This is an optimization exercise on Yosys and OpenROAD, whose aim is small area and a short achievable clock period, not a production implementation.
Only simulation tests tie the RTL to the original design; equivalence was not proved.
No driver is modelled on the clock port, so clocking that relies on it looks cheaper here than on a real chip.
No activity file was given, so power comes from the tool's default toggle rates.

**flow/run.sh**
```bash
#!/bin/bash
# Own layout flow: the standard ORFS flow (standard.sh, unchanged synthesis), with
#  - timing repair aimed below the design's period (SETUP_SLACK_MARGIN; the SDC is unchanged),
#  - port buffers of a normal buffer cell rather than the smallest one,
#  - after CTS, the clock port drives the tree's branch buffers directly, split in two (flow/flatten_clock_root.tcl).
# Each step's full log is kept by ORFS under orfs/logs/; make's own output goes to flow.log.
set -uo pipefail
here=$(pwd)
bash standard.sh SETUP_SLACK_MARGIN=7.4 "BUFFER_PORTS_ARGS=-buffer_cell sky130_fd_sc_hd__buf_2" \
  "POST_CTS_TCL=$here/flow/flatten_clock_root.tcl" finish > flow.log 2>&1
```
**flow/flatten_clock_root.tcl**
```tcl
# POST_CTS hook. CTS builds root buffer -> branch buffers -> leaf buffers -> registers.
# 1. Drop the root buffer: the clock port then feeds the branch buffers directly.
set block [ord::get_db_block]
set clknet [$block findNet clk]

proc loads_of {net} {
  set l {}
  foreach it [$net getITerms] { if {[$it isInputSignal]} { lappend l $it } }
  return $l
}
proc out_net {inst} {
  foreach it [$inst getITerms] { if {[$it isOutputSignal]} { return [$it getNet] } }
  return ""
}

set roots [loads_of $clknet]
puts "clock hook: clock port feeds [llength $roots] cell(s)"
if {[llength $roots] == 1} {
  set root [[lindex $roots 0] getInst]
  set out [out_net $root]
  set loads [loads_of $out]
  if {[llength $loads] <= 4 && [llength $loads] > 0} {
    foreach it $loads {
      set pname "[[$it getInst] getName]/[[$it getMTerm] getName]"
      disconnect_pin [$out getName] $pname
      connect_pin clk $pname
    }
    set rname [$root getName]
    set oname [$out getName]
    delete_instance $rname
    delete_net $oname
    puts "clock hook: removed root $rname"
  }
}

set branches [loads_of $clknet]
set nsplit [expr {4 / max(1, [llength $branches])}]
if {[llength $branches] <= 2} {
  set k 0
  foreach bit $branches {
    set b [$bit getInst]
    set bnet [out_net $b]
    set leaves [loads_of $bnet]
    if {[llength $leaves] < 4} continue
    # split the leaves in two halves along the wider spread of their positions
    set pts {}
    foreach it $leaves {
      set li [$it getInst]
      set loc [$li getLocation]
      lappend pts [list $it [lindex $loc 0] [lindex $loc 1]]
    }
    set xs [lmap p $pts {lindex $p 1}]
    set ys [lmap p $pts {lindex $p 2}]
    set dx [expr {[tcl::mathfunc::max {*}$xs] - [tcl::mathfunc::min {*}$xs]}]
    set dy [expr {[tcl::mathfunc::max {*}$ys] - [tcl::mathfunc::min {*}$ys]}]
    set idx [expr {$dx >= $dy ? 1 : 2}]
    set pts [lsort -integer -index $idx $pts]
    set half [expr {[llength $pts] / 2}]
    set moved [lrange $pts $half end]
    set master [[$b getMaster] getName]
    set nname "clkhook_split_${k}"
    set netname "clkhook_net_${k}"
    incr k
    set newnet [odb::dbNet_create $block $netname]
    $newnet setSigType CLOCK
    set inst [odb::dbInst_create $block [[ord::get_db] findMaster $master] $nname]
    set sx 0; set sy 0
    foreach p $moved { set sx [expr {$sx + [lindex $p 1]}]; set sy [expr {$sy + [lindex $p 2]}] }
    set n [llength $moved]
    $inst setLocation [expr {$sx / $n}] [expr {$sy / $n}]
    $inst setPlacementStatus PLACED
    [$inst findITerm A] connect $clknet
    [$inst findITerm X] connect $newnet
    foreach p $moved {
      set it [lindex $p 0]
      $it disconnect
      $it connect $newnet
    }
    # move the original branch buffer to the centroid of the leaves it keeps
    set sx 0; set sy 0
    set kept [lrange $pts 0 [expr {$half - 1}]]
    foreach p $kept { set sx [expr {$sx + [lindex $p 1]}]; set sy [expr {$sy + [lindex $p 2]}] }
    set n [llength $kept]
    $b setLocation [expr {$sx / $n}] [expr {$sy / $n}]
    puts "clock hook: split [$b getName] ([llength $leaves] leaves) into two"
  }
  detailed_placement
  check_placement -verbose
}
estimate_parasitics -placement
report_clock_latency
```
**standard.sh**
```bash
#!/bin/bash
# synth_recipe.tcl (not shown) runs the flow's synth.tcl, then flattens the netlist and writes it again
# the make line also repeats each setting of config.mk as NAME=value (left out here)
make -C /OpenROAD-flow-scripts/flow DESIGN_CONFIG=/design/flow/config.mk WORK_HOME=/design/flow/orfs CLKGATE_MAP_FILE= SYNTH_SCRIPT=/design/flow/synth_recipe.tcl "${@:-finish}"
```
**config.mk**
```make
export PLATFORM = sky130hd
export DESIGN_NAME = rrc_filter
export DESIGN_NICKNAME = rrc_filter
export VERILOG_FILES = /design/flow/design.v
export SDC_FILE = /design/flow/constraint.sdc
export NUM_CORES = 4
export LEC_CHECK = 0
export ABC_CLOCK_PERIOD_IN_PS = 800
export CAP_MARGIN = 20
export CORE_MARGIN = 2
export CORE_UTILIZATION = 70
export CTS_BUF_LIST = sky130_fd_sc_hd__clkbuf_16
export CTS_CLUSTER_DIAMETER = 90
export CTS_CLUSTER_SIZE = 32
export PLACE_DENSITY = 0.75
export SLEW_MARGIN = 20
export SYNTH_HIERARCHICAL = 1
```
**constraint.sdc**
```tcl
create_clock -name core_clock -period 10.5 [get_ports {clk}]
set_input_delay 2.1000 -clock core_clock [delete_from_list [all_inputs] [get_ports {clk}]]
set_output_delay 2.1000 -clock core_clock [all_outputs]
set_load 0.01 [all_outputs]
```
**design.v**
```verilog
module rrc_filter #(
	parameter WIDTH = 9
)(
	input logic clk,
	input logic rst,
	input logic signed [WIDTH-1:0] filter_in,
	output logic signed [WIDTH-1:0] filter_out
);
  logic [8:0] sr0, sr1, sr2, sr3, sr4, sr5, sr6, sr7, sr8, sr9, sr10, sr11, sr12, sr13, sr14, sr15, sr16, sr17, sr18, sr19, sr20, sr21, sr22, sr23, sr24, sr25, sr26, sr27;
  always_ff @(posedge clk or posedge rst) begin
    if (rst) begin
      sr0 <= 9'h000;
      sr1 <= 9'h000;
      sr2 <= 9'h000;
      sr3 <= 9'h000;
      sr4 <= 9'h000;
      sr5 <= 9'h000;
      sr6 <= 9'h000;
      sr7 <= 9'h000;
      sr8 <= 9'h000;
      sr9 <= 9'h000;
      sr10 <= 9'h000;
      sr11 <= 9'h000;
      sr12 <= 9'h000;
      sr13 <= 9'h000;
      sr14 <= 9'h000;
      sr15 <= 9'h000;
      sr16 <= 9'h000;
      sr17 <= 9'h000;
      sr18 <= 9'h000;
      sr19 <= 9'h000;
      sr20 <= 9'h000;
      sr21 <= 9'h000;
      sr22 <= 9'h000;
      sr23 <= 9'h000;
      sr24 <= 9'h000;
      sr25 <= 9'h000;
      sr26 <= 9'h000;
      sr27 <= 9'h000;
    end else begin
      sr0 <= filter_in;
      sr1 <= sr0;
      sr2 <= sr1;
      sr3 <= sr2;
      sr4 <= sr3;
      sr5 <= sr4;
      sr6 <= sr5;
      sr7 <= sr6;
      sr8 <= sr7;
      sr9 <= sr8;
      sr10 <= sr9;
      sr11 <= sr10;
      sr12 <= sr11;
      sr13 <= sr12;
      sr14 <= sr13;
      sr15 <= sr14;
      sr16 <= sr15;
      sr17 <= sr16;
      sr18 <= sr17;
      sr19 <= sr18;
      sr20 <= sr19;
      sr21 <= sr20;
      sr22 <= sr21;
      sr23 <= sr22;
      sr24 <= sr23;
      sr25 <= sr24;
      sr26 <= sr25;
      sr27 <= sr26;
    end
  end
  logic [9:0] t0;
  always_ff @(posedge clk or posedge rst) begin
    if (rst) t0 <= 10'd904;
    else t0 <= 10'd904 - {{1{filter_in[8]}}, filter_in};
  end
  logic [9:0] pv0;
  always_ff @(posedge clk or posedge rst) begin
    if (rst) pv0 <= 10'd0;
    else pv0 <= {sr11[8], sr11} + {sr13[8], sr13};
  end
  logic [28:0] cs3;
  logic [35:0] cs2;
  logic [34:0] cs1;
  wire n1 = ~sr26[0];
  wire s2, c3;
  rrc_fa u3 (.a(sr24[0]), .b(sr27[0]), .ci(n1), .s(s2), .co(c3));
  wire s4, c5;
  rrc_fa u5 (.a(sr16[0]), .b(sr18[0]), .ci(sr20[0]), .s(s4), .co(c5));
  wire s6, c7;
  rrc_fa u7 (.a(sr21[0]), .b(sr24[1]), .ci(sr27[1]), .s(s6), .co(c7));
  wire n8 = ~c3;
  wire s9, c10;
  rrc_fa u10 (.a(sr23[0]), .b(sr26[1]), .ci(n8), .s(s9), .co(c10));
  wire n11 = ~s6;
  wire s12, c13;
  rrc_fa u13 (.a(s4), .b(n11), .ci(s9), .s(s12), .co(c13));
  wire s14, c15;
  rrc_fa u15 (.a(sr15[0]), .b(sr16[1]), .ci(sr18[1]), .s(s14), .co(c15));
  wire s16, c17;
  rrc_fa u17 (.a(sr20[1]), .b(sr23[1]), .ci(sr26[2]), .s(s16), .co(c17));
  wire s18, c19;
  rrc_fa u19 (.a(sr21[1]), .b(sr24[2]), .ci(sr27[2]), .s(s18), .co(c19));
  wire n20 = ~c7;
  wire s21, c22;
  rrc_fa u22 (.a(c5), .b(n20), .ci(s14), .s(s21), .co(c22));
  wire n23 = ~s18;
  wire s24, c25;
  rrc_fa u25 (.a(s16), .b(n23), .ci(c10), .s(s24), .co(c25));
  wire s26, c27;
  rrc_fa u27 (.a(s21), .b(c13), .ci(s24), .s(s26), .co(c27));
  wire s28, c29;
  rrc_fa u29 (.a(sr15[1]), .b(sr16[0]), .ci(sr16[2]), .s(s28), .co(c29));
  wire s30, c31;
  rrc_fa u31 (.a(sr17[0]), .b(sr18[2]), .ci(sr20[2]), .s(s30), .co(c31));
  wire s32, c33;
  rrc_fa u33 (.a(sr18[0]), .b(sr21[2]), .ci(sr24[3]), .s(s32), .co(c33));
  wire n34 = ~sr27[3];
  wire s35, c36;
  rrc_fa u36 (.a(sr23[2]), .b(sr26[3]), .ci(n34), .s(s35), .co(c36));
  wire n37 = ~c19;
  wire s38, c39;
  rrc_fa u39 (.a(c15), .b(c17), .ci(n37), .s(s38), .co(c39));
  wire s40, c41;
  rrc_fa u41 (.a(s28), .b(s30), .ci(s35), .s(s40), .co(c41));
  wire n42 = ~s32;
  wire s43, c44;
  rrc_fa u44 (.a(n42), .b(c22), .ci(s38), .s(s43), .co(c44));
  wire s45, c46;
  rrc_fa u46 (.a(s40), .b(c25), .ci(s43), .s(s45), .co(c46));
  wire s47, c48;
  rrc_fa u48 (.a(sr15[2]), .b(sr16[1]), .ci(sr16[3]), .s(s47), .co(c48));
  wire s49, c50;
  rrc_fa u50 (.a(sr17[1]), .b(sr18[3]), .ci(sr20[3]), .s(s49), .co(c50));
  wire s51, c52;
  rrc_fa u52 (.a(sr18[1]), .b(sr21[3]), .ci(sr24[4]), .s(s51), .co(c52));
  wire n53 = ~sr27[4];
  wire s54, c55;
  rrc_fa u55 (.a(sr23[3]), .b(sr26[4]), .ci(n53), .s(s54), .co(c55));
  wire s56, c57;
  rrc_fa u57 (.a(c29), .b(c31), .ci(c36), .s(s56), .co(c57));
  wire s58, c59;
  rrc_fa u59 (.a(s47), .b(s49), .ci(s54), .s(s58), .co(c59));
  wire n60 = ~c39;
  wire s61, c62;
  rrc_fa u62 (.a(c33), .b(s51), .ci(n60), .s(s61), .co(c62));
  wire s63, c64;
  rrc_fa u64 (.a(c41), .b(s56), .ci(s58), .s(s63), .co(c64));
  wire n65 = ~s61;
  wire s66, c67;
  rrc_fa u67 (.a(c44), .b(n65), .ci(s63), .s(s66), .co(c67));
  wire s68, c69;
  rrc_fa u69 (.a(sr15[3]), .b(sr16[2]), .ci(sr16[4]), .s(s68), .co(c69));
  wire s70, c71;
  rrc_fa u71 (.a(sr17[2]), .b(sr18[4]), .ci(sr20[4]), .s(s70), .co(c71));
  wire s72, c73;
  rrc_fa u73 (.a(sr15[0]), .b(sr18[2]), .ci(sr21[4]), .s(s72), .co(c73));
  wire n74 = ~sr24[5];
  wire s75, c76;
  rrc_fa u76 (.a(sr23[4]), .b(sr26[5]), .ci(n74), .s(s75), .co(c76));
  wire s77, c78;
  rrc_fa u78 (.a(c48), .b(c50), .ci(c55), .s(s77), .co(c78));
  wire s79, c80;
  rrc_fa u80 (.a(sr27[5]), .b(c52), .ci(s72), .s(s79), .co(c80));
  wire s81, c82;
  rrc_fa u82 (.a(s68), .b(s70), .ci(s75), .s(s81), .co(c82));
  wire s83, c84;
  rrc_fa u84 (.a(c57), .b(c59), .ci(s77), .s(s83), .co(c84));
  wire n85 = ~s81;
  wire s86, c87;
  rrc_fa u87 (.a(s79), .b(n85), .ci(c62), .s(s86), .co(c87));
  wire n88 = ~s86;
  wire s89, c90;
  rrc_fa u90 (.a(c64), .b(s83), .ci(n88), .s(s89), .co(c90));
  wire s91, c92;
  rrc_fa u92 (.a(sr15[4]), .b(sr16[3]), .ci(sr16[5]), .s(s91), .co(c92));
  wire s93, c94;
  rrc_fa u94 (.a(sr17[3]), .b(sr18[5]), .ci(sr20[5]), .s(s93), .co(c94));
  wire s95, c96;
  rrc_fa u96 (.a(sr15[1]), .b(sr18[3]), .ci(sr21[5]), .s(s95), .co(c96));
  wire n97 = ~sr24[6];
  wire s98, c99;
  rrc_fa u99 (.a(sr23[5]), .b(sr26[6]), .ci(n97), .s(s98), .co(c99));
  wire s100, c101;
  rrc_fa u101 (.a(c69), .b(c71), .ci(c76), .s(s100), .co(c101));
  wire s102, c103;
  rrc_fa u103 (.a(sr27[6]), .b(c73), .ci(s95), .s(s102), .co(c103));
  wire s104, c105;
  rrc_fa u105 (.a(s91), .b(s93), .ci(s98), .s(s104), .co(c105));
  wire s106, c107;
  rrc_fa u107 (.a(c78), .b(c82), .ci(s100), .s(s106), .co(c107));
  wire n108 = ~s104;
  wire s109, c110;
  rrc_fa u110 (.a(c80), .b(s102), .ci(n108), .s(s109), .co(c110));
  wire n111 = ~s109;
  wire s112, c113;
  rrc_fa u113 (.a(c84), .b(s106), .ci(n111), .s(s112), .co(c113));
  wire s114, c115;
  rrc_fa u115 (.a(sr15[5]), .b(sr16[4]), .ci(sr16[6]), .s(s114), .co(c115));
  wire s116, c117;
  rrc_fa u117 (.a(sr17[4]), .b(sr18[6]), .ci(sr20[6]), .s(s116), .co(c117));
  wire s118, c119;
  rrc_fa u119 (.a(sr15[2]), .b(sr18[4]), .ci(sr21[6]), .s(s118), .co(c119));
  wire n120 = ~sr24[7];
  wire s121, c122;
  rrc_fa u122 (.a(sr23[6]), .b(sr26[7]), .ci(n120), .s(s121), .co(c122));
  wire s123, c124;
  rrc_fa u124 (.a(c92), .b(c94), .ci(c99), .s(s123), .co(c124));
  wire s125, c126;
  rrc_fa u126 (.a(sr27[7]), .b(c96), .ci(s118), .s(s125), .co(c126));
  wire s127, c128;
  rrc_fa u128 (.a(s114), .b(s116), .ci(s121), .s(s127), .co(c128));
  wire s129, c130;
  rrc_fa u130 (.a(c101), .b(c105), .ci(s123), .s(s129), .co(c130));
  wire n131 = ~s127;
  wire s132, c133;
  rrc_fa u133 (.a(c103), .b(s125), .ci(n131), .s(s132), .co(c133));
  wire n134 = ~c110;
  wire s135, c136;
  rrc_fa u136 (.a(c107), .b(s129), .ci(n134), .s(s135), .co(c136));
  wire s137, c138;
  rrc_fa u138 (.a(sr15[6]), .b(sr16[5]), .ci(sr16[7]), .s(s137), .co(c138));
  wire s139, c140;
  rrc_fa u140 (.a(sr17[5]), .b(sr18[7]), .ci(sr20[7]), .s(s139), .co(c140));
  wire s141, c142;
  rrc_fa u142 (.a(sr23[7]), .b(sr24[8]), .ci(sr27[8]), .s(s141), .co(c142));
  wire s143, c144;
  rrc_fa u144 (.a(sr15[3]), .b(sr18[5]), .ci(sr21[7]), .s(s143), .co(c144));
  wire s145, c146;
  rrc_fa u146 (.a(c115), .b(c117), .ci(c122), .s(s145), .co(c146));
  wire s147, c148;
  rrc_fa u148 (.a(sr26[8]), .b(c119), .ci(s143), .s(s147), .co(c148));
  wire s149, c150;
  rrc_fa u150 (.a(s137), .b(s139), .ci(s141), .s(s149), .co(c150));
  wire s151, c152;
  rrc_fa u152 (.a(c124), .b(c128), .ci(s145), .s(s151), .co(c152));
  wire n153 = ~s149;
  wire s154, c155;
  rrc_fa u155 (.a(c126), .b(s147), .ci(n153), .s(s154), .co(c155));
  wire n156 = ~c133;
  wire s157, c158;
  rrc_fa u158 (.a(c130), .b(s151), .ci(n156), .s(s157), .co(c158));
  wire s159, c160;
  rrc_fa u160 (.a(sr15[7]), .b(sr16[6]), .ci(sr17[6]), .s(s159), .co(c160));
  wire s161, c162;
  rrc_fa u162 (.a(sr15[4]), .b(sr16[8]), .ci(sr18[6]), .s(s161), .co(c162));
  wire s163, c164;
  rrc_fa u164 (.a(sr18[8]), .b(sr20[8]), .ci(sr23[8]), .s(s163), .co(c164));
  wire s165, c166;
  rrc_fa u166 (.a(sr21[8]), .b(c138), .ci(c140), .s(s165), .co(c166));
  wire n167 = ~c144;
  wire s168, c169;
  rrc_fa u169 (.a(c142), .b(n167), .ci(s159), .s(s168), .co(c169));
  wire n170 = ~c146;
  wire s171, c172;
  rrc_fa u172 (.a(s161), .b(s163), .ci(n170), .s(s171), .co(c172));
  wire n173 = ~c148;
  wire s174, c175;
  rrc_fa u175 (.a(c150), .b(s165), .ci(n173), .s(s174), .co(c175));
  wire n176 = ~s171;
  wire s177, c178;
  rrc_fa u178 (.a(s168), .b(c152), .ci(n176), .s(s177), .co(c178));
  wire n179 = ~c155;
  wire s180, c181;
  rrc_fa u181 (.a(s174), .b(n179), .ci(c158), .s(s180), .co(c181));
  wire s182, c183;
  rrc_fa u183 (.a(sr15[5]), .b(sr15[8]), .ci(sr18[7]), .s(s182), .co(c183));
  wire s184, c185;
  rrc_fa u185 (.a(sr16[7]), .b(sr17[7]), .ci(c160), .s(s184), .co(c185));
  wire s186, c187;
  rrc_fa u187 (.a(c162), .b(c164), .ci(s182), .s(s186), .co(c187));
  wire s188, c189;
  rrc_fa u189 (.a(c166), .b(c169), .ci(s184), .s(s188), .co(c189));
  wire n190 = ~c175;
  wire s191, c192;
  rrc_fa u192 (.a(s186), .b(c172), .ci(n190), .s(s191), .co(c192));
  wire n193 = ~s191;
  wire s194, c195;
  rrc_fa u195 (.a(s188), .b(c178), .ci(n193), .s(s194), .co(c195));
  wire s196, c197;
  rrc_fa u197 (.a(sr15[6]), .b(sr16[8]), .ci(sr17[8]), .s(s196), .co(c197));
  wire n198 = ~sr18[8];
  wire s199, c200;
  rrc_fa u200 (.a(n198), .b(c183), .ci(s196), .s(s199), .co(c200));
  wire n201 = ~c185;
  wire s202, c203;
  rrc_fa u203 (.a(n201), .b(c187), .ci(s199), .s(s202), .co(c203));
  wire n204 = ~c189;
  wire s205, c206;
  rrc_fa u206 (.a(n204), .b(s202), .ci(c192), .s(s205), .co(c206));
  wire s207, c208;
  rrc_fa u208 (.a(sr15[7]), .b(c197), .ci(c200), .s(s207), .co(c208));
  wire s209, c210;
  rrc_fa u210 (.a(cs3[1]), .b(sr11[0]), .ci(sr15[0]), .s(s209), .co(c210));
  wire s211, c212;
  rrc_fa u212 (.a(sr11[1]), .b(sr13[0]), .ci(sr15[1]), .s(s211), .co(c212));
  wire n213 = ~pv0[2];
  wire s214, c215;
  rrc_fa u215 (.a(n213), .b(cs3[2]), .ci(c210), .s(s214), .co(c215));
  wire s216, c217;
  rrc_fa u217 (.a(sr8[0]), .b(sr11[2]), .ci(sr13[1]), .s(s216), .co(c217));
  wire n218 = ~pv0[3];
  wire s219, c220;
  rrc_fa u220 (.a(sr15[2]), .b(n218), .ci(cs3[3]), .s(s219), .co(c220));
  wire s221, c222;
  rrc_fa u222 (.a(cs3[4]), .b(c212), .ci(s216), .s(s221), .co(c222));
  wire s223, c224;
  rrc_fa u224 (.a(s219), .b(c215), .ci(s221), .s(s223), .co(c224));
  wire s225, c226;
  rrc_fa u226 (.a(cs3[5]), .b(cs3[6]), .ci(sr8[1]), .s(s225), .co(c226));
  wire s227, c228;
  rrc_fa u228 (.a(sr11[3]), .b(sr13[2]), .ci(sr15[3]), .s(s227), .co(c228));
  wire s229, c230;
  rrc_fa u230 (.a(sr11[0]), .b(sr15[0]), .ci(pv0[0]), .s(s229), .co(c230));
  wire n231 = ~pv0[4];
  wire s232, c233;
  rrc_fa u233 (.a(n231), .b(c217), .ci(s225), .s(s232), .co(c233));
  wire n234 = ~s229;
  wire s235, c236;
  rrc_fa u236 (.a(s227), .b(c220), .ci(n234), .s(s235), .co(c236));
  wire s237, c238;
  rrc_fa u238 (.a(c222), .b(s232), .ci(s235), .s(s237), .co(c238));
  wire s239, c240;
  rrc_fa u240 (.a(sr8[2]), .b(sr11[4]), .ci(sr13[3]), .s(s239), .co(c240));
  wire s241, c242;
  rrc_fa u242 (.a(sr11[1]), .b(sr15[1]), .ci(pv0[1]), .s(s241), .co(c242));
  wire n243 = ~pv0[5];
  wire s244, c245;
  rrc_fa u245 (.a(sr15[4]), .b(n243), .ci(cs3[7]), .s(s244), .co(c245));
  wire s246, c247;
  rrc_fa u247 (.a(cs3[8]), .b(c226), .ci(c228), .s(s246), .co(c247));
  wire n248 = ~s239;
  wire s249, c250;
  rrc_fa u250 (.a(c230), .b(s241), .ci(n248), .s(s249), .co(c250));
  wire s251, c252;
  rrc_fa u252 (.a(s244), .b(c233), .ci(s246), .s(s251), .co(c252));
  wire n253 = ~s249;
  wire s254, c255;
  rrc_fa u255 (.a(c236), .b(n253), .ci(s251), .s(s254), .co(c255));
  wire s256, c257;
  rrc_fa u257 (.a(cs3[11]), .b(sr8[3]), .ci(sr11[5]), .s(s256), .co(c257));
  wire s258, c259;
  rrc_fa u259 (.a(sr13[0]), .b(sr13[4]), .ci(sr15[5]), .s(s258), .co(c259));
  wire s260, c261;
  rrc_fa u261 (.a(cs3[9]), .b(sr11[2]), .ci(sr15[2]), .s(s260), .co(c261));
  wire n262 = ~cs3[10];
  wire s263, c264;
  rrc_fa u264 (.a(pv0[2]), .b(pv0[6]), .ci(n262), .s(s263), .co(c264));
  wire n265 = ~c242;
  wire s266, c267;
  rrc_fa u267 (.a(c240), .b(n265), .ci(s256), .s(s266), .co(c267));
  wire n268 = ~s260;
  wire s269, c270;
  rrc_fa u270 (.a(s258), .b(c245), .ci(n268), .s(s269), .co(c270));
  wire n271 = ~c247;
  wire s272, c273;
  rrc_fa u273 (.a(s263), .b(n271), .ci(c250), .s(s272), .co(c273));
  wire s274, c275;
  rrc_fa u275 (.a(s266), .b(s269), .ci(c252), .s(s274), .co(c275));
  wire n276 = ~s272;
  wire s277, c278;
  rrc_fa u278 (.a(n276), .b(c255), .ci(s274), .s(s277), .co(c278));
  wire s279, c280;
  rrc_fa u280 (.a(cs3[13]), .b(sr8[4]), .ci(sr11[6]), .s(s279), .co(c280));
  wire s281, c282;
  rrc_fa u282 (.a(sr13[0]), .b(sr13[1]), .ci(sr13[5]), .s(s281), .co(c282));
  wire s283, c284;
  rrc_fa u284 (.a(cs3[12]), .b(sr11[3]), .ci(sr15[3]), .s(s283), .co(c284));
  wire n285 = ~pv0[3];
  wire s286, c287;
  rrc_fa u287 (.a(sr15[6]), .b(pv0[0]), .ci(n285), .s(s286), .co(c287));
  wire n288 = ~pv0[7];
  wire s289, c290;
  rrc_fa u290 (.a(n288), .b(cs3[14]), .ci(c257), .s(s289), .co(c290));
  wire n291 = ~c261;
  wire s292, c293;
  rrc_fa u293 (.a(c259), .b(n291), .ci(s279), .s(s292), .co(c293));
  wire n294 = ~s283;
  wire s295, c296;
  rrc_fa u296 (.a(s281), .b(s286), .ci(n294), .s(s295), .co(c296));
  wire n297 = ~c264;
  wire s298, c299;
  rrc_fa u299 (.a(n297), .b(c267), .ci(s289), .s(s298), .co(c299));
  wire s300, c301;
  rrc_fa u301 (.a(c270), .b(s292), .ci(s295), .s(s300), .co(c301));
  wire n302 = ~c273;
  wire s303, c304;
  rrc_fa u304 (.a(n302), .b(s298), .ci(s300), .s(s303), .co(c304));
  wire s305, c306;
  rrc_fa u306 (.a(cs3[16]), .b(sr8[5]), .ci(sr11[7]), .s(s305), .co(c306));
  wire s307, c308;
  rrc_fa u308 (.a(sr13[1]), .b(sr13[2]), .ci(sr13[6]), .s(s307), .co(c308));
  wire s309, c310;
  rrc_fa u310 (.a(sr11[4]), .b(sr15[4]), .ci(pv0[4]), .s(s309), .co(c310));
  wire n311 = ~pv0[8];
  wire s312, c313;
  rrc_fa u313 (.a(sr15[7]), .b(pv0[1]), .ci(n311), .s(s312), .co(c313));
  wire n314 = ~cs3[15];
  wire s315, c316;
  rrc_fa u316 (.a(cs3[17]), .b(n314), .ci(c280), .s(s315), .co(c316));
  wire n317 = ~c284;
  wire s318, c319;
  rrc_fa u319 (.a(c282), .b(c287), .ci(n317), .s(s318), .co(c319));
  wire s320, c321;
  rrc_fa u321 (.a(s305), .b(s307), .ci(s312), .s(s320), .co(c321));
  wire n322 = ~s309;
  wire s323, c324;
  rrc_fa u324 (.a(n322), .b(c290), .ci(c293), .s(s323), .co(c324));
  wire s325, c326;
  rrc_fa u326 (.a(s315), .b(c296), .ci(s318), .s(s325), .co(c326));
  wire s327, c328;
  rrc_fa u328 (.a(s320), .b(c299), .ci(s323), .s(s327), .co(c328));
  wire s329, c330;
  rrc_fa u330 (.a(c301), .b(s325), .ci(s327), .s(s329), .co(c330));
  wire s331, c332;
  rrc_fa u332 (.a(cs3[19]), .b(sr8[6]), .ci(sr13[2]), .s(s331), .co(c332));
  wire s333, c334;
  rrc_fa u334 (.a(sr13[3]), .b(sr13[7]), .ci(pv0[2]), .s(s333), .co(c334));
  wire s335, c336;
  rrc_fa u336 (.a(sr11[5]), .b(sr11[8]), .ci(sr15[5]), .s(s335), .co(c336));
  wire n337 = ~pv0[9];
  wire s338, c339;
  rrc_fa u339 (.a(sr15[8]), .b(pv0[5]), .ci(n337), .s(s338), .co(c339));
  wire s340, c341;
  rrc_fa u341 (.a(cs3[18]), .b(c306), .ci(c308), .s(s340), .co(c341));
  wire n342 = ~c310;
  wire s343, c344;
  rrc_fa u344 (.a(c313), .b(n342), .ci(s331), .s(s343), .co(c344));
  wire n345 = ~s333;
  wire s346, c347;
  rrc_fa u347 (.a(s335), .b(s338), .ci(n345), .s(s346), .co(c347));
  wire s348, c349;
  rrc_fa u349 (.a(c316), .b(c319), .ci(c321), .s(s348), .co(c349));
  wire n350 = ~s346;
  wire s351, c352;
  rrc_fa u352 (.a(s340), .b(s343), .ci(n350), .s(s351), .co(c352));
  wire s353, c354;
  rrc_fa u354 (.a(c324), .b(c326), .ci(s348), .s(s353), .co(c354));
  wire s355, c356;
  rrc_fa u356 (.a(s351), .b(c328), .ci(s353), .s(s355), .co(c356));
  wire s357, c358;
  rrc_fa u358 (.a(cs3[21]), .b(sr8[7]), .ci(sr13[3]), .s(s357), .co(c358));
  wire s359, c360;
  rrc_fa u360 (.a(sr11[6]), .b(sr13[8]), .ci(sr15[6]), .s(s359), .co(c360));
  wire n361 = ~pv0[6];
  wire s362, c363;
  rrc_fa u363 (.a(sr13[4]), .b(pv0[3]), .ci(n361), .s(s362), .co(c363));
  wire s364, c365;
  rrc_fa u365 (.a(cs3[20]), .b(c332), .ci(c334), .s(s364), .co(c365));
  wire s366, c367;
  rrc_fa u367 (.a(c336), .b(c339), .ci(s359), .s(s366), .co(c367));
  wire s368, c369;
  rrc_fa u369 (.a(s357), .b(s362), .ci(c341), .s(s368), .co(c369));
  wire n370 = ~c347;
  wire s371, c372;
  rrc_fa u372 (.a(c344), .b(s364), .ci(n370), .s(s371), .co(c372));
  wire n373 = ~s366;
  wire s374, c375;
  rrc_fa u375 (.a(n373), .b(c349), .ci(s368), .s(s374), .co(c375));
  wire s376, c377;
  rrc_fa u377 (.a(c352), .b(s371), .ci(c354), .s(s376), .co(c377));
  wire s378, c379;
  rrc_fa u379 (.a(cs3[22]), .b(sr13[4]), .ci(sr13[5]), .s(s378), .co(c379));
  wire s380, c381;
  rrc_fa u381 (.a(sr8[8]), .b(sr11[7]), .ci(sr15[7]), .s(s380), .co(c381));
  wire n382 = ~pv0[4];
  wire s383, c384;
  rrc_fa u384 (.a(pv0[7]), .b(n382), .ci(cs3[23]), .s(s383), .co(c384));
  wire n385 = ~c360;
  wire s386, c387;
  rrc_fa u387 (.a(c358), .b(c363), .ci(n385), .s(s386), .co(c387));
  wire n388 = ~s378;
  wire s389, c390;
  rrc_fa u390 (.a(s380), .b(n388), .ci(s383), .s(s389), .co(c390));
  wire n391 = ~c367;
  wire s392, c393;
  rrc_fa u393 (.a(c365), .b(n391), .ci(s386), .s(s392), .co(c393));
  wire n394 = ~s389;
  wire s395, c396;
  rrc_fa u396 (.a(c369), .b(n394), .ci(c372), .s(s395), .co(c396));
  wire s397, c398;
  rrc_fa u398 (.a(s392), .b(c375), .ci(s395), .s(s397), .co(c398));
  wire s399, c400;
  rrc_fa u400 (.a(sr11[8]), .b(sr13[5]), .ci(sr13[6]), .s(s399), .co(c400));
  wire s401, c402;
  rrc_fa u402 (.a(cs3[25]), .b(cs3[26]), .ci(pv0[8]), .s(s401), .co(c402));
  wire n403 = ~cs3[24];
  wire s404, c405;
  rrc_fa u405 (.a(sr15[8]), .b(pv0[5]), .ci(n403), .s(s404), .co(c405));
  wire n406 = ~c381;
  wire s407, c408;
  rrc_fa u408 (.a(c379), .b(n406), .ci(s399), .s(s407), .co(c408));
  wire n409 = ~s404;
  wire s410, c411;
  rrc_fa u411 (.a(s401), .b(c384), .ci(n409), .s(s410), .co(c411));
  wire n412 = ~c390;
  wire s413, c414;
  rrc_fa u414 (.a(c387), .b(s407), .ci(n412), .s(s413), .co(c414));
  wire n415 = ~s410;
  wire s416, c417;
  rrc_fa u417 (.a(n415), .b(c393), .ci(s413), .s(s416), .co(c417));
  wire s418, c419;
  rrc_fa u419 (.a(cs3[27]), .b(sr13[6]), .ci(sr13[7]), .s(s418), .co(c419));
  wire n420 = ~cs3[28];
  wire s421, c422;
  rrc_fa u422 (.a(pv0[6]), .b(pv0[9]), .ci(n420), .s(s421), .co(c422));
  wire n423 = ~c402;
  wire s424, c425;
  rrc_fa u425 (.a(c400), .b(n423), .ci(s418), .s(s424), .co(c425));
  wire s426, c427;
  rrc_fa u427 (.a(s421), .b(c405), .ci(c408), .s(s426), .co(c427));
  wire n428 = ~c411;
  wire s429, c430;
  rrc_fa u430 (.a(s424), .b(n428), .ci(s426), .s(s429), .co(c430));
  wire n431 = ~sr13[8];
  wire s432, c433;
  rrc_fa u433 (.a(sr13[7]), .b(pv0[7]), .ci(n431), .s(s432), .co(c433));
  wire s434, c435;
  rrc_fa u435 (.a(c419), .b(c422), .ci(s432), .s(s434), .co(c435));
  wire s436, c437;
  rrc_fa u437 (.a(c425), .b(s434), .ci(c427), .s(s436), .co(c437));
  wire n438 = ~sr13[8];
  wire s439, c440;
  rrc_fa u440 (.a(pv0[8]), .b(n438), .ci(c433), .s(s439), .co(c440));
  wire s441, c442;
  rrc_fa u442 (.a(c435), .b(s439), .ci(c437), .s(s441), .co(c442));
  wire s443, c444;
  rrc_fa u444 (.a(cs2[0]), .b(cs2[1]), .ci(sr2[0]), .s(s443), .co(c444));
  wire s445, c446;
  rrc_fa u446 (.a(cs2[3]), .b(sr0[1]), .ci(sr3[0]), .s(s445), .co(c446));
  wire s447, c448;
  rrc_fa u448 (.a(sr6[0]), .b(sr8[0]), .ci(sr10[0]), .s(s447), .co(c448));
  wire s449, c450;
  rrc_fa u450 (.a(cs2[2]), .b(sr2[1]), .ci(sr5[0]), .s(s449), .co(c450));
  wire n451 = ~c444;
  wire s452, c453;
  rrc_fa u453 (.a(n451), .b(s445), .ci(s447), .s(s452), .co(c453));
  wire s454, c455;
  rrc_fa u455 (.a(cs2[4]), .b(sr0[2]), .ci(sr3[1]), .s(s454), .co(c455));
  wire s456, c457;
  rrc_fa u457 (.a(sr6[1]), .b(sr8[1]), .ci(sr10[1]), .s(s456), .co(c457));
  wire n458 = ~sr11[0];
  wire s459, c460;
  rrc_fa u460 (.a(sr2[2]), .b(sr5[1]), .ci(n458), .s(s459), .co(c460));
  wire s461, c462;
  rrc_fa u462 (.a(cs2[5]), .b(c446), .ci(c448), .s(s461), .co(c462));
  wire n463 = ~c450;
  wire s464, c465;
  rrc_fa u465 (.a(n463), .b(s454), .ci(s456), .s(s464), .co(c465));
  wire n466 = ~s459;
  wire s467, c468;
  rrc_fa u468 (.a(n466), .b(c453), .ci(s461), .s(s467), .co(c468));
  wire s469, c470;
  rrc_fa u470 (.a(sr0[3]), .b(sr3[2]), .ci(sr6[2]), .s(s469), .co(c470));
  wire s471, c472;
  rrc_fa u472 (.a(sr8[2]), .b(sr10[0]), .ci(sr10[2]), .s(s471), .co(c472));
  wire s473, c474;
  rrc_fa u474 (.a(sr2[3]), .b(sr5[2]), .ci(sr8[0]), .s(s473), .co(c474));
  wire s475, c476;
  rrc_fa u476 (.a(sr11[1]), .b(cs2[6]), .ci(c455), .s(s475), .co(c476));
  wire n477 = ~c460;
  wire s478, c479;
  rrc_fa u479 (.a(c457), .b(n477), .ci(s469), .s(s478), .co(c479));
  wire n480 = ~s473;
  wire s481, c482;
  rrc_fa u482 (.a(s471), .b(n480), .ci(c462), .s(s481), .co(c482));
  wire s483, c484;
  rrc_fa u484 (.a(s475), .b(c465), .ci(s478), .s(s483), .co(c484));
  wire s485, c486;
  rrc_fa u486 (.a(s481), .b(c468), .ci(s483), .s(s485), .co(c486));
  wire s487, c488;
  rrc_fa u488 (.a(cs2[7]), .b(cs2[8]), .ci(sr0[4]), .s(s487), .co(c488));
  wire s489, c490;
  rrc_fa u490 (.a(sr3[3]), .b(sr6[3]), .ci(sr8[3]), .s(s489), .co(c490));
  wire s491, c492;
  rrc_fa u492 (.a(sr10[1]), .b(sr10[3]), .ci(sr11[2]), .s(s491), .co(c492));
  wire s493, c494;
  rrc_fa u494 (.a(sr2[4]), .b(sr5[3]), .ci(sr8[1]), .s(s493), .co(c494));
  wire n495 = ~c474;
  wire s496, c497;
  rrc_fa u497 (.a(c470), .b(c472), .ci(n495), .s(s496), .co(c497));
  wire s498, c499;
  rrc_fa u499 (.a(s487), .b(s489), .ci(s491), .s(s498), .co(c499));
  wire n500 = ~s493;
  wire s501, c502;
  rrc_fa u502 (.a(n500), .b(c476), .ci(c479), .s(s501), .co(c502));
  wire s503, c504;
  rrc_fa u504 (.a(s496), .b(s498), .ci(c482), .s(s503), .co(c504));
  wire s505, c506;
  rrc_fa u506 (.a(c484), .b(s501), .ci(s503), .s(s505), .co(c506));
  wire s507, c508;
  rrc_fa u508 (.a(sr0[5]), .b(sr3[4]), .ci(sr6[4]), .s(s507), .co(c508));
  wire s509, c510;
  rrc_fa u510 (.a(sr8[4]), .b(sr10[2]), .ci(sr10[4]), .s(s509), .co(c510));
  wire s511, c512;
  rrc_fa u512 (.a(sr2[5]), .b(sr5[4]), .ci(sr8[2]), .s(s511), .co(c512));
  wire n513 = ~sr11[0];
  wire s514, c515;
  rrc_fa u515 (.a(sr11[3]), .b(n513), .ci(cs2[9]), .s(s514), .co(c515));
  wire s516, c517;
  rrc_fa u517 (.a(cs2[10]), .b(c488), .ci(c490), .s(s516), .co(c517));
  wire n518 = ~c494;
  wire s519, c520;
  rrc_fa u520 (.a(c492), .b(n518), .ci(s507), .s(s519), .co(c520));
  wire n521 = ~s511;
  wire s522, c523;
  rrc_fa u523 (.a(s509), .b(n521), .ci(s514), .s(s522), .co(c523));
  wire s524, c525;
  rrc_fa u525 (.a(c497), .b(c499), .ci(s516), .s(s524), .co(c525));
  wire s526, c527;
  rrc_fa u527 (.a(s519), .b(s522), .ci(c502), .s(s526), .co(c527));
  wire s528, c529;
  rrc_fa u529 (.a(s524), .b(c504), .ci(s526), .s(s528), .co(c529));
  wire s530, c531;
  rrc_fa u531 (.a(sr0[6]), .b(sr3[5]), .ci(sr6[5]), .s(s530), .co(c531));
  wire s532, c533;
  rrc_fa u533 (.a(sr8[5]), .b(sr10[3]), .ci(sr10[5]), .s(s532), .co(c533));
  wire s534, c535;
  rrc_fa u535 (.a(sr2[6]), .b(sr5[5]), .ci(sr8[3]), .s(s534), .co(c535));
  wire n536 = ~sr11[1];
  wire s537, c538;
  rrc_fa u538 (.a(sr11[4]), .b(n536), .ci(cs2[11]), .s(s537), .co(c538));
  wire n539 = ~c512;
  wire s540, c541;
  rrc_fa u541 (.a(c508), .b(c510), .ci(n539), .s(s540), .co(c541));
  wire s542, c543;
  rrc_fa u543 (.a(s530), .b(s532), .ci(c515), .s(s542), .co(c543));
  wire n544 = ~s534;
  wire s545, c546;
  rrc_fa u546 (.a(n544), .b(s537), .ci(c517), .s(s545), .co(c546));
  wire s547, c548;
  rrc_fa u548 (.a(c520), .b(s540), .ci(c523), .s(s547), .co(c548));
  wire s549, c550;
  rrc_fa u550 (.a(s542), .b(s545), .ci(c525), .s(s549), .co(c550));
  wire s551, c552;
  rrc_fa u552 (.a(s547), .b(c527), .ci(s549), .s(s551), .co(c552));
  wire s553, c554;
  rrc_fa u554 (.a(cs2[14]), .b(sr0[7]), .ci(sr3[6]), .s(s553), .co(c554));
  wire s555, c556;
  rrc_fa u556 (.a(sr6[6]), .b(sr8[6]), .ci(sr10[4]), .s(s555), .co(c556));
  wire s557, c558;
  rrc_fa u558 (.a(sr2[7]), .b(sr5[6]), .ci(sr8[4]), .s(s557), .co(c558));
  wire n559 = ~sr11[2];
  wire s560, c561;
  rrc_fa u561 (.a(sr10[6]), .b(sr11[5]), .ci(n559), .s(s560), .co(c561));
  wire s562, c563;
  rrc_fa u563 (.a(cs2[12]), .b(cs2[13]), .ci(c531), .s(s562), .co(c563));
  wire n564 = ~c535;
  wire s565, c566;
  rrc_fa u566 (.a(c533), .b(n564), .ci(s553), .s(s565), .co(c566));
  wire s567, c568;
  rrc_fa u568 (.a(s555), .b(c538), .ci(s560), .s(s567), .co(c568));
  wire n569 = ~s557;
  wire s570, c571;
  rrc_fa u571 (.a(n569), .b(c541), .ci(s562), .s(s570), .co(c571));
  wire s572, c573;
  rrc_fa u573 (.a(c543), .b(s565), .ci(s567), .s(s572), .co(c573));
  wire s574, c575;
  rrc_fa u575 (.a(c546), .b(s570), .ci(c548), .s(s574), .co(c575));
  wire s576, c577;
  rrc_fa u577 (.a(s572), .b(c550), .ci(s574), .s(s576), .co(c577));
  wire s578, c579;
  rrc_fa u579 (.a(cs2[15]), .b(cs2[16]), .ci(sr2[8]), .s(s578), .co(c579));
  wire s580, c581;
  rrc_fa u581 (.a(sr3[7]), .b(sr6[7]), .ci(sr8[7]), .s(s580), .co(c581));
  wire s582, c583;
  rrc_fa u583 (.a(sr10[5]), .b(sr10[7]), .ci(sr11[6]), .s(s582), .co(c583));
  wire s584, c585;
  rrc_fa u585 (.a(sr0[8]), .b(sr5[7]), .ci(sr8[5]), .s(s584), .co(c585));
  wire s586, c587;
  rrc_fa u587 (.a(c554), .b(c556), .ci(c561), .s(s586), .co(c587));
  wire s588, c589;
  rrc_fa u589 (.a(sr11[3]), .b(c558), .ci(s584), .s(s588), .co(c589));
  wire s590, c591;
  rrc_fa u591 (.a(s578), .b(s580), .ci(s582), .s(s590), .co(c591));
  wire s592, c593;
  rrc_fa u593 (.a(c563), .b(c566), .ci(s586), .s(s592), .co(c593));
  wire n594 = ~s588;
  wire s595, c596;
  rrc_fa u596 (.a(c568), .b(s590), .ci(n594), .s(s595), .co(c596));
  wire s597, c598;
  rrc_fa u598 (.a(c571), .b(s592), .ci(c573), .s(s597), .co(c598));
  wire s599, c600;
  rrc_fa u600 (.a(s595), .b(c575), .ci(s597), .s(s599), .co(c600));
  wire s601, c602;
  rrc_fa u602 (.a(cs2[18]), .b(sr5[8]), .ci(sr10[6]), .s(s601), .co(c602));
  wire s603, c604;
  rrc_fa u604 (.a(sr3[8]), .b(sr6[8]), .ci(sr8[6]), .s(s603), .co(c604));
  wire s605, c606;
  rrc_fa u606 (.a(sr8[8]), .b(sr10[8]), .ci(sr11[4]), .s(s605), .co(c606));
  wire s607, c608;
  rrc_fa u608 (.a(sr11[7]), .b(cs2[17]), .ci(c579), .s(s607), .co(c608));
  wire n609 = ~c585;
  wire s610, c611;
  rrc_fa u611 (.a(c581), .b(c583), .ci(n609), .s(s610), .co(c611));
  wire n612 = ~s601;
  wire s613, c614;
  rrc_fa u614 (.a(s603), .b(s605), .ci(n612), .s(s613), .co(c614));
  wire s615, c616;
  rrc_fa u616 (.a(c587), .b(s607), .ci(c591), .s(s615), .co(c616));
  wire n617 = ~s610;
  wire s618, c619;
  rrc_fa u619 (.a(c589), .b(n617), .ci(s613), .s(s618), .co(c619));
  wire s620, c621;
  rrc_fa u621 (.a(c593), .b(s615), .ci(c596), .s(s620), .co(c621));
  wire n622 = ~s618;
  wire s623, c624;
  rrc_fa u624 (.a(n622), .b(c598), .ci(s620), .s(s623), .co(c624));
  wire s625, c626;
  rrc_fa u626 (.a(sr8[7]), .b(sr11[5]), .ci(sr11[8]), .s(s625), .co(c626));
  wire s627, c628;
  rrc_fa u628 (.a(cs2[19]), .b(sr10[7]), .ci(cs2[20]), .s(s627), .co(c628));
  wire n629 = ~c604;
  wire s630, c631;
  rrc_fa u631 (.a(cs2[21]), .b(c602), .ci(n629), .s(s630), .co(c631));
  wire n632 = ~s627;
  wire s633, c634;
  rrc_fa u634 (.a(c606), .b(s625), .ci(n632), .s(s633), .co(c634));
  wire s635, c636;
  rrc_fa u636 (.a(c608), .b(c611), .ci(s630), .s(s635), .co(c636));
  wire n637 = ~c616;
  wire s638, c639;
  rrc_fa u639 (.a(c614), .b(s633), .ci(n637), .s(s638), .co(c639));
  wire n640 = ~c619;
  wire s641, c642;
  rrc_fa u642 (.a(s635), .b(n640), .ci(c621), .s(s641), .co(c642));
  wire s643, c644;
  rrc_fa u644 (.a(cs2[22]), .b(cs2[23]), .ci(sr8[8]), .s(s643), .co(c644));
  wire s645, c646;
  rrc_fa u646 (.a(sr10[8]), .b(sr11[6]), .ci(c626), .s(s645), .co(c646));
  wire s647, c648;
  rrc_fa u648 (.a(s643), .b(c628), .ci(c631), .s(s647), .co(c648));
  wire n649 = ~c636;
  wire s650, c651;
  rrc_fa u651 (.a(s645), .b(c634), .ci(n649), .s(s650), .co(c651));
  wire n652 = ~s647;
  wire s653, c654;
  rrc_fa u654 (.a(n652), .b(c639), .ci(s650), .s(s653), .co(c654));
  wire n655 = ~sr11[7];
  wire s656, c657;
  rrc_fa u657 (.a(cs2[24]), .b(n655), .ci(cs2[25]), .s(s656), .co(c657));
  wire s658, c659;
  rrc_fa u659 (.a(cs2[26]), .b(c644), .ci(s656), .s(s658), .co(c659));
  wire n660 = ~c646;
  wire s661, c662;
  rrc_fa u662 (.a(n660), .b(s658), .ci(c648), .s(s661), .co(c662));
  wire s663, c664;
  rrc_fa u664 (.a(cs2[27]), .b(sr11[8]), .ci(cs2[28]), .s(s663), .co(c664));
  wire s665, c666;
  rrc_fa u666 (.a(cs2[29]), .b(c657), .ci(s663), .s(s665), .co(c666));
  wire s667, c668;
  rrc_fa u668 (.a(c659), .b(s665), .ci(c662), .s(s667), .co(c668));
  wire s669, c670;
  rrc_fa u670 (.a(cs2[30]), .b(cs2[31]), .ci(c664), .s(s669), .co(c670));
  wire n671 = ~cs2[33];
  wire s672, c673;
  rrc_fa u673 (.a(cs2[34]), .b(cs2[35]), .ci(n671), .s(s672), .co(c673));
  wire n674 = ~cs1[1];
  wire n675 = ~cs1[2];
  wire n676 = ~t0[9];
  wire n677 = ~cs1[19];
  wire n678 = ~cs1[23];
  wire n679 = ~cs1[25];
  wire n680 = ~cs1[26];
  wire n681 = ~cs1[20];
  wire n682 = ~cs1[28];
  wire s683, c684;
  rrc_ha u684 (.a(cs1[0]), .b(t0[0]), .s(s683), .co(c684));
  wire s685, c686;
  rrc_fa u686 (.a(t0[1]), .b(n675), .ci(cs1[3]), .s(s685), .co(c686));
  wire s687, c688;
  rrc_fa u688 (.a(cs1[5]), .b(t0[2]), .ci(cs1[4]), .s(s687), .co(c688));
  wire s689, c690;
  rrc_ha u690 (.a(cs1[6]), .b(t0[3]), .s(s689), .co(c690));
  wire s691, c692;
  rrc_fa u692 (.a(cs1[8]), .b(t0[4]), .ci(cs1[7]), .s(s691), .co(c692));
  wire s693, c694;
  rrc_fa u694 (.a(t0[5]), .b(cs1[9]), .ci(cs1[10]), .s(s693), .co(c694));
  wire s695, c696;
  rrc_fa u696 (.a(cs1[11]), .b(cs1[12]), .ci(t0[6]), .s(s695), .co(c696));
  wire s697, c698;
  rrc_fa u698 (.a(cs1[13]), .b(cs1[14]), .ci(t0[7]), .s(s697), .co(c698));
  wire s699, c700;
  rrc_fa u700 (.a(cs1[15]), .b(cs1[16]), .ci(t0[8]), .s(s699), .co(c700));
  wire s701, c702;
  rrc_fa u702 (.a(cs1[18]), .b(cs1[17]), .ci(n676), .s(s701), .co(c702));
  wire s703, c704;
  rrc_fa u704 (.a(cs1[21]), .b(n677), .ci(n681), .s(s703), .co(c704));
  wire s705, c706;
  rrc_fa u706 (.a(cs1[20]), .b(cs1[22]), .ci(n678), .s(s705), .co(c706));
  wire s707, c708;
  rrc_fa u708 (.a(cs1[24]), .b(n679), .ci(n680), .s(s707), .co(c708));
  wire n709 = ~cs1[27];
  wire s710, c711;
  rrc_fa u711 (.a(cs1[29]), .b(cs1[30]), .ci(n682), .s(s710), .co(c711));
  wire s712, c713;
  rrc_fa u713 (.a(cs1[31]), .b(cs1[32]), .ci(cs1[28]), .s(s712), .co(c713));
  wire n714 = ~cs1[33];
  always_ff @(posedge clk or posedge rst) begin
    if (rst) cs3 <= 29'b00001100101101100010110011101;
    else cs3 <= {c208, sr15[8], c206, s207, c203, s205, c195, s194, c181, s180, s177, s157, c136, s154, s135, c113, s132, c90, s112, c87, s89, c67, s66, c46, s45, c27, s26, s12, s2};
  end
  always_ff @(posedge clk or posedge rst) begin
    if (rst) cs2 <= 36'b000111101000111001111100000110000001;
    else cs2 <= {c442, c440, pv0[9], s441, s436, c430, c417, s429, c414, c398, s416, c396, s397, c377, s376, c356, s374, s355, c330, s329, c304, c278, s303, c275, s277, s254, c238, s237, c224, s223, s214, s211, s209, pv0[1], pv0[0], cs3[0]};
  end
  always_ff @(posedge clk or posedge rst) begin
    if (rst) cs1 <= 35'b01110011101010001111000101010011010;
    else cs1 <= {c673, s672, c670, cs2[32], c668, s669, c666, s667, c654, c651, s661, s653, c642, s641, c624, s638, s623, c600, s599, c577, s576, c552, s551, c529, s528, c506, s505, c486, s485, s467, s464, s452, s449, s443, sr0[0]};
  end
  wire [18:0] fa_ = {1'b1, cs1[34], n714, s712, s710, n709, s707, s705, s703, s701, s699, s697, s695, s693, s691, s689, s687, s685, n674};
  wire [18:0] fb_ = {1'b0, cs1[33], c713, c711, cs1[27], c708, c706, c704, c702, c700, c698, c696, c694, c692, c690, c688, c686, c684, s683};
  wire [18:0] sum_ = fa_ + fb_;
  wire ovf_ = (sum_[18] != sum_[16]) || (sum_[17] != sum_[16]);
  wire [8:0] y_ = ovf_ ? (sum_[18] ? 9'h100 : 9'h0ff) : sum_[16:8];
  always_ff @(posedge clk or posedge rst) begin
    if (rst) filter_out <= 9'd0;
    else filter_out <= y_;
  end
endmodule
module rrc_fa (input logic a, input logic b, input logic ci, output logic s, output logic co);
  assign s = a ^ b ^ ci;
  assign co = (a & b) | (a & ci) | (b & ci);
endmodule
module rrc_carry8 (input logic [7:0] a, input logic [7:0] b, output logic co);
  wire [8:0] t = {1'b0, a} + {1'b0, b};
  assign co = t[8];
endmodule
module rrc_hsat (input logic [10:0] a, input logic [10:0] b, input logic ci, output logic [8:0] y);
  wire [11:0] t2 = {a, ci} + {b, ci};
  wire [10:0] t = t2[11:1];
  wire ovf = (t[10] != t[8]) || (t[9] != t[8]);
  assign y = ovf ? (t[10] ? 9'h100 : 9'h0ff) : t[8:0];
endmodule
module rrc_fa1 (input logic a, input logic b, output logic s, output logic co);
  assign s = ~(a ^ b);
  assign co = a | b;
endmodule
module rrc_ha (input logic a, input logic b, output logic s, output logic co);
  assign s = a ^ b;
  assign co = a & b;
endmodule
```
==> flow_metrics.tcl, run 1 <==
set metrics [dict create \
    grt_max_degree 85 \
    grt_pass1_vias 8970 \
    timing.critical_path.fanout_max 6 \
    drt_pre_antenna_iters 4 \
    ant_nets 0 \
    rsz0062_at_grt "no" \
    timing.max_slew.rel_slack 0.538 \
    hold_path_end "sr26[1]" \
    clk_latency_ps 330 \
    number_of_enable_type_register_cells_in_the_synthesized_netlist 0 \
    worst_hold_path.num_cells 0 \
    netlist_area_mm2 0.0173 \
    final.period_utilization 0.286 \
    worstRegToRegCells 5 \
    worst_slew_pin_slew_ps 692 \
    antenna-diode-count 0 \
    die_width_um 161 \
    i_o_pins 20 \
    fin_worst_skew_ps 25.2 \
    hold_path.startpoint "sr25[1]" \
    fp-row-count 57 \
    synth.area.top_cells "dfrtp_1, fa_1, dfstp_2" \
    core_area_mm2 0.0243 \
    globalplace.congestion 0.899 \
    utilization 0.761 \
    wl_per_cell_um 22.0 \
    layout_min_cycle_time_ps 3000 \
    syn_area_per_cell_um2 17.9 \
    final-max-slew-violation-count 0 \
    totalPowerFinal_mw 5.78 \
    critical_path_arrival_ps 3220 \
    total_leakage_power_nw 8.19 \
    die-height_um 161 \
    minimum_setup_slack_among_reg_to_reg_paths_ps 7500 \
    pwr_density_cell_mw_per_mm2 312 \
    synth-seq-area-share 0.550 \
    timing.rr.start "sr11[3]" \
    hold_violations 0 \
    worstSetupStartpointType "flip-flop" \
    total_length_of_routed_wires_um 29800 \
    ys_dominant_reg_cell "dfrtp_1" \
    ys.warnings.count 7 \
    synthToLayoutAreaGrowth_pct 6.83 \
    final_net_count 1359 \
    detailedPlace.worstSlack_ps 5770 \
    maxClockFrequency_mhz 333 \
    crit-reg2reg-capture "cs2[11]" \
    async_reset_ff_frac 1.00 \
    worst_setup_hold_path_clk_slew_ps 110 \
    initial_core_util 0.713 \
    layout.cells.most_common_list "dfrtp_1, fa_1, inv_1" \
    cts.sink_count 378 \
    cap_violations 0 \
    area_of_the_die_mm2 0.0260 \
    synth_largest_type_area_fraction 0.471 \
    status "finished clean" \
    total_congestion_overflow 0 \
    worst_vdd_ir_v 0.000321 \
    synth_largest_area_cell "dfrtp_1" \
    vias_per_cell 5.43 \
    accumulated_negative_setup_slack_ps 0 \
    hold-worst-slack_ps 347 \
    critical_path.slowest_cell "dfrtp_2" \
    dr.first_iter.drc_count 474 \
    grt_first_pass_wirelength_um 49500 \
    dp_hpwl_um 22100 \
    crit_chain "fa_1 -> fa_1 -> fa_1 -> fa_1 -> fa_1" \
    path_common_cell "fa_1" \
    num_vias 7351 \
    remaining_drc_errors 0 \
    synth.lib_cells_used.distinct 51 \
    min_path_type "flip-flop to flip-flop" \
    setup_viol_count_final 0 \
    worst_slack_ps 7500 \
    layout.filler_cells 1380 \
    critPathRequiredTime_ps 10720 \
    share_of_cells_above_drive_strength_1 0.143 \
    tritoncts "done" \
    end_kind "flip-flop" \
    grt_antenna_before_repair 0 \
    synth.net_count 1305 \
    netlist_instances 968 \
    layout.cells.most_common "dfrtp_1" \
    criticalPathCategory "flip-flop to flip-flop" \
    buffer_ports.inserted 19 \
    critical_path.max_stage_delay_ps 540 \
    synth-seq-cells 378 \
    global_route.usage.total 0.257 \
]
-- kinds of logic after synthesis --
kind of cell	after synthesis	share of synthesized area
compound gates	75	0.0341
flops	378	0.550
fa+ha+maj	326	0.364
buf+inv	131	0.0292
simple gates	36	0.0110
xor+xnor	22	0.0122
-- Yosys stat by module, one instance, submodules excluded --
module      cells inside  times used
rrc_fa                 1         296
rrc_filter           670           1
rrc_ha                 1           2
-- synth_stat cells (all sizes together), types with 3 or more instances --
cell type  count
a211oi         4
o211ai         3
nor2           5
nand4          4
xnor2         12
nand2          9
ha            29
xor2          10
fa           297
o21bai         4
o21ai         14
a21o           7
inv          127
a21oi         26
nor3           7
a31oi          5
dfstp         52
dfrtp        326
-- sequential cells by signal, indices dropped and copies added, names as in the netlist, 10 cells and up --
signal,count
cs2,36
cs3,29
cs1,34
pv0,10
-- cell type report, clock buffers not listed --
class	count	area, um2	area share
inverter	128	489	0.0264
multi-input combinational	459	7300	0.394
sequential	378	9550	0.516
clock inverter	11	48.8	0.00264
buffer	2	50.0	0.00270
timing repair inverter	2	12.5	0.000676
tap	324	405	0.0219
timing repair buffer	37	312	0.0168
-- power breakdown --
part | total (mW) | switching (mW) | internal (mW) | leakage [nW]
combinational | 3.03 | 1.67 | 1.36 | 3.60
sequential | 2.06 | 0.185 | 1.87 | 4.33
clock | 0.691 | 0.405 | 0.286 | 0.252
total | 5.78 | 2.26 | 3.52 | 8.19
-- worst max path at each step --
stage / slack [ps] / start / to / cells past startpoint
floorplan: 3360 / rst / cs1[10] / 1
global placement: 5870 / rst / cs3[22] / 4
detailed placement: 5770 / rst / cs3[21] / 4
global route: 7420 / sr11[5] / cs1[16] / 5
finish: 7500 / sr11[3] / cs2[11] / 5
-- critical path: cells and delay by family, from the launching register on --
family / cells / cell delay, ps
fa+ha+maj: 5 / 2340
flops: 1 / 540
-- per-stage QoR --
stage          area, um2  cells
3_5_place_dp       17800   1311
6_report           18500   1355
3_3_place_gp       17800   1311
5_1_grt            18500   1355
2_1_floorplan      17300    968
-- routing by layer --
layer,share of wire,GRT usage
met1,0.42,0.372
met2,0.53,0.437
met3,0.029,0.0339
met4,0.023,0.0593
met5,0,0
==> run 2, diff against run 1 <==
--- a/flow/run.sh
+++ b/flow/run.sh
@@ -6,5 +6,5 @@
 # Each step's full log is kept by ORFS under orfs/logs/; make's own output goes to flow.log.
 set -uo pipefail
 here=$(pwd)
-bash standard.sh SETUP_SLACK_MARGIN=7.4 "BUFFER_PORTS_ARGS=-buffer_cell sky130_fd_sc_hd__buf_2" \
+bash standard.sh SETUP_SLACK_MARGIN=7.48 "BUFFER_PORTS_ARGS=-buffer_cell sky130_fd_sc_hd__buf_2" \
   "POST_CTS_TCL=$here/flow/flatten_clock_root.tcl" finish > flow.log 2>&1
==> flow_metrics.tcl, run 2 <==
set metrics [dict create \
    crit_chain "fa_1 -> fa_1 -> fa_1 -> fa_1 -> fa_1" \
    worstRegToRegCells 5 \
    i_o_pins 20 \
    cap_violations 0 \
    die_width_um 161 \
    layout.filler_cells 1358 \
    grt_first_pass_wirelength_um 49700 \
    num_vias 7402 \
    biggestRegsByFlops "cs2 (36), cs1 (34), cs3 (29)" \
    critical_path.slowest_cell "fa_1" \
    global_route.usage.total 0.259 \
    dp_hpwl_um 22100 \
    multi_input_comb_area_mm2 0.00735 \
    cts.sink_count 378 \
    synthTopCellsByCount "dfrtp_1, fa_1, inv_1, dfstp_2, ha_1" \
    clk_latency_ps 330 \
    timing.max_slew.rel_slack 0.599 \
    synth.area.top_cells "dfrtp_1, fa_1, dfstp_2" \
    detailedPlace.worstSlack_ps 5770 \
    critical_path_arrival_ps 3240 \
    die-height_um 161 \
    totalPowerFinal_mw 5.82 \
    accumulated_negative_setup_slack_ps 0 \
    largest_register_by_flop_count "cs2" \
    area_of_the_die_mm2 0.0260 \
    worst_slew_pin_slew_ps 599 \
    maxClockFrequency_mhz 331 \
    timing.rr.start "sr8[1]" \
    worst_slack_ps 7480 \
    total_congestion_overflow 0 \
    grt_pass1_vias 9001 \
    buffers_inverters_on_critical_path 0 \
    timing.critical_path.fanout_max 4 \
    synth.net_count 1305 \
    synthToLayoutAreaGrowth_pct 7.60 \
    max_reg_flops 36 \
    fp-row-count 57 \
    layout.cells.most_common_list "dfrtp_1, fa_1, inv_1" \
    core_area_mm2 0.0243 \
    dr.first_iter.drc_count 443 \
    worst_setup_hold_path_clk_slew_ps 120 \
    rsz0062_at_grt "no" \
    hold_path_end "sr26[1]" \
    share_of_cells_above_drive_strength_1 0.170 \
    synth.lib_cells_used.distinct 51 \
    vias_per_cell 5.44 \
    setup_viol_count_final 0 \
    min_path_type "flip-flop to flip-flop" \
    layout_min_cycle_time_ps 3020 \
    synth.most_common_cell "dfrtp_1" \
    ys.warnings.count 7 \
    ant_nets 0 \
    final_net_count 1364 \
    critical_path.max_stage_delay_ps 550 \
    grt_max_degree 85 \
    netlist_area_mm2 0.0173 \
    utilization 0.767 \
    layout.cells.most_common "dfrtp_1" \
    synth_largest_type_area_fraction 0.471 \
    total_length_of_routed_wires_um 30500 \
    minimum_setup_slack_among_reg_to_reg_paths_ps 7480 \
    criticalPathCategory "flip-flop to flip-flop" \
    pwr_density_cell_mw_per_mm2 312 \
    hold_path.startpoint "sr25[1]" \
    final-seq-area_mm2 0.00955 \
    wl_per_cell_um 22.4 \
    status "finished clean" \
    final.period_utilization 0.288 \
    end_kind "flip-flop" \
    final-max-slew-violation-count 0 \
    critPathRequiredTime_ps 10720 \
    antenna-diode-count 0 \
    hold_violations 0 \
    fin_worst_skew_ps 27.6 \
    synth_largest_area_cell "dfrtp_1" \
    initial_core_util 0.713 \
    async_reset_ff_frac 1.00 \
    worst_vdd_ir_v 0.000321 \
    drt_pre_antenna_iters 4 \
    hold-worst-slack_ps 346 \
    ys_dominant_reg_cell "dfrtp_1" \
    crit_family "adder cells" \
    synth-seq-area-share 0.550 \
    synth-seq-cells 378 \
    buffer_ports.inserted 19 \
    worst_hold_path.num_cells 0 \
    number_of_enable_type_register_cells_in_the_synthesized_netlist 0 \
    crit-reg2reg-capture "cs1[10]" \
    globalplace.congestion 0.899 \
    path_common_cell "fa_1" \
    netlist_instances 968 \
    remaining_drc_errors 0 \
    worstSetupStartpointType "flip-flop" \
    grt_antenna_before_repair 0 \
    tritoncts "done" \
    syn_area_per_cell_um2 17.9 \
    total_leakage_power_nw 8.21 \
]
## run 2: cell counts after synthesis
No cell type changed its count.
## run 2: cell families (layout without fill, tap and decap cells)
family / after synthesis / in the layout / share of synthesized area
AND/OR/NAND/NOR: 36 / 36 / 0.0110
XOR/XNOR: 22 / 22 / 0.0122
adder cells (fa/ha/maj): 326 / 326 / 0.364
buffers and inverters: 131 / 199 / 0.0292
flip-flops: 378 / 378 / 0.550
AO/OA/AOI/OAI: 75 / 75 / 0.0341
## run 2: modules after synthesis (local to each module, per instance)
module | copies in the design | cell area [um2] | flops+latches | cells
rrc_fa | 296 | 20.0 | 0 | 1
rrc_filter | 1 | 11400 | 378 | 670
rrc_ha | 2 | 12.5 | 0 | 1
## run 2: worst max-delay path by stage
stage / cells after the start / slack [ps] / start / to
detailed placement: 4 / 5770 / rst / cs3[21]
finish: 5 / 7480 / sr8[1] / cs1[10]
global placement: 4 / 5870 / rst / cs3[22]
floorplan: 1 / 3360 / rst / cs1[10]
global route: 5 / 7430 / sr8[1] / cs1[10]
## run 2: area by class of cell, clock buffers not listed
| class | count | area share |
|---|---|---|
| Sequential cell | 378 | 0.512 |
| Clock inverter | 11 | 0.00262 |
| Tap cell | 324 | 0.0217 |
| Timing Repair inverter | 2 | 0.000671 |
| Timing Repair Buffer | 42 | 0.0208 |
| Buffer | 2 | 0.00268 |
| Multi-Input combinational cell | 459 | 0.394 |
| Inverter | 128 | 0.0262 |
## run 2: metal layers
layer / part of all wire / global-route usage / vias to the layer above
met1: 0.42 / 0.375 / 4160
li1: - / - / 3089
met3: 0.028 / 0.0342 / 40
met4: 0.021 / 0.0572 / 0
met2: 0.53 / 0.439 / 113
met5: 0 / 0 / -
## run 2: power breakdown
part           internal [mW]  switching, mW
Combinational           1.39           1.68
Sequential              1.87          0.181
Clock                  0.286          0.409
Total                   3.54           2.27
## run 2: per-stage QoR
stage	instances	cell area (um2)
after detailed placement	1311	17800
final	1360	18600
after global routing	1360	18600
after global placement	1311	17800
after floorplan	968	17300

## what the ideal ports hide
The flow's constraints put no driver on any port. The routed layouts listed below were extracted and timed again, unchanged, in two steps.
Step 1 assumes that a clkbuf_16 drives the clock port and a buf_2 every other input.
Step 2, shift: input delay + t, output delay - t, t = (earliest + latest rising clock arrival at the registers) / 2. This alone moves slack from input paths to output paths.
a / b / c = ideal / step 1 / step 2; a / b = the first two.
run | t (ns) | setup WS [ns] | latest minus earliest clock arrival (ns)
run 1 | 0.423 | 7.496 / 7.466 / 7.254 | 0.030 / 0.030
run 2 | 0.424 | 7.477 / 7.467 / 7.179 | 0.034 / 0.033
After both steps setup and hold are still met in every run listed. For run 2, which loses most, drivers alone change the setup slack by -0.010 ns; drivers and shift together by -0.298 ns.
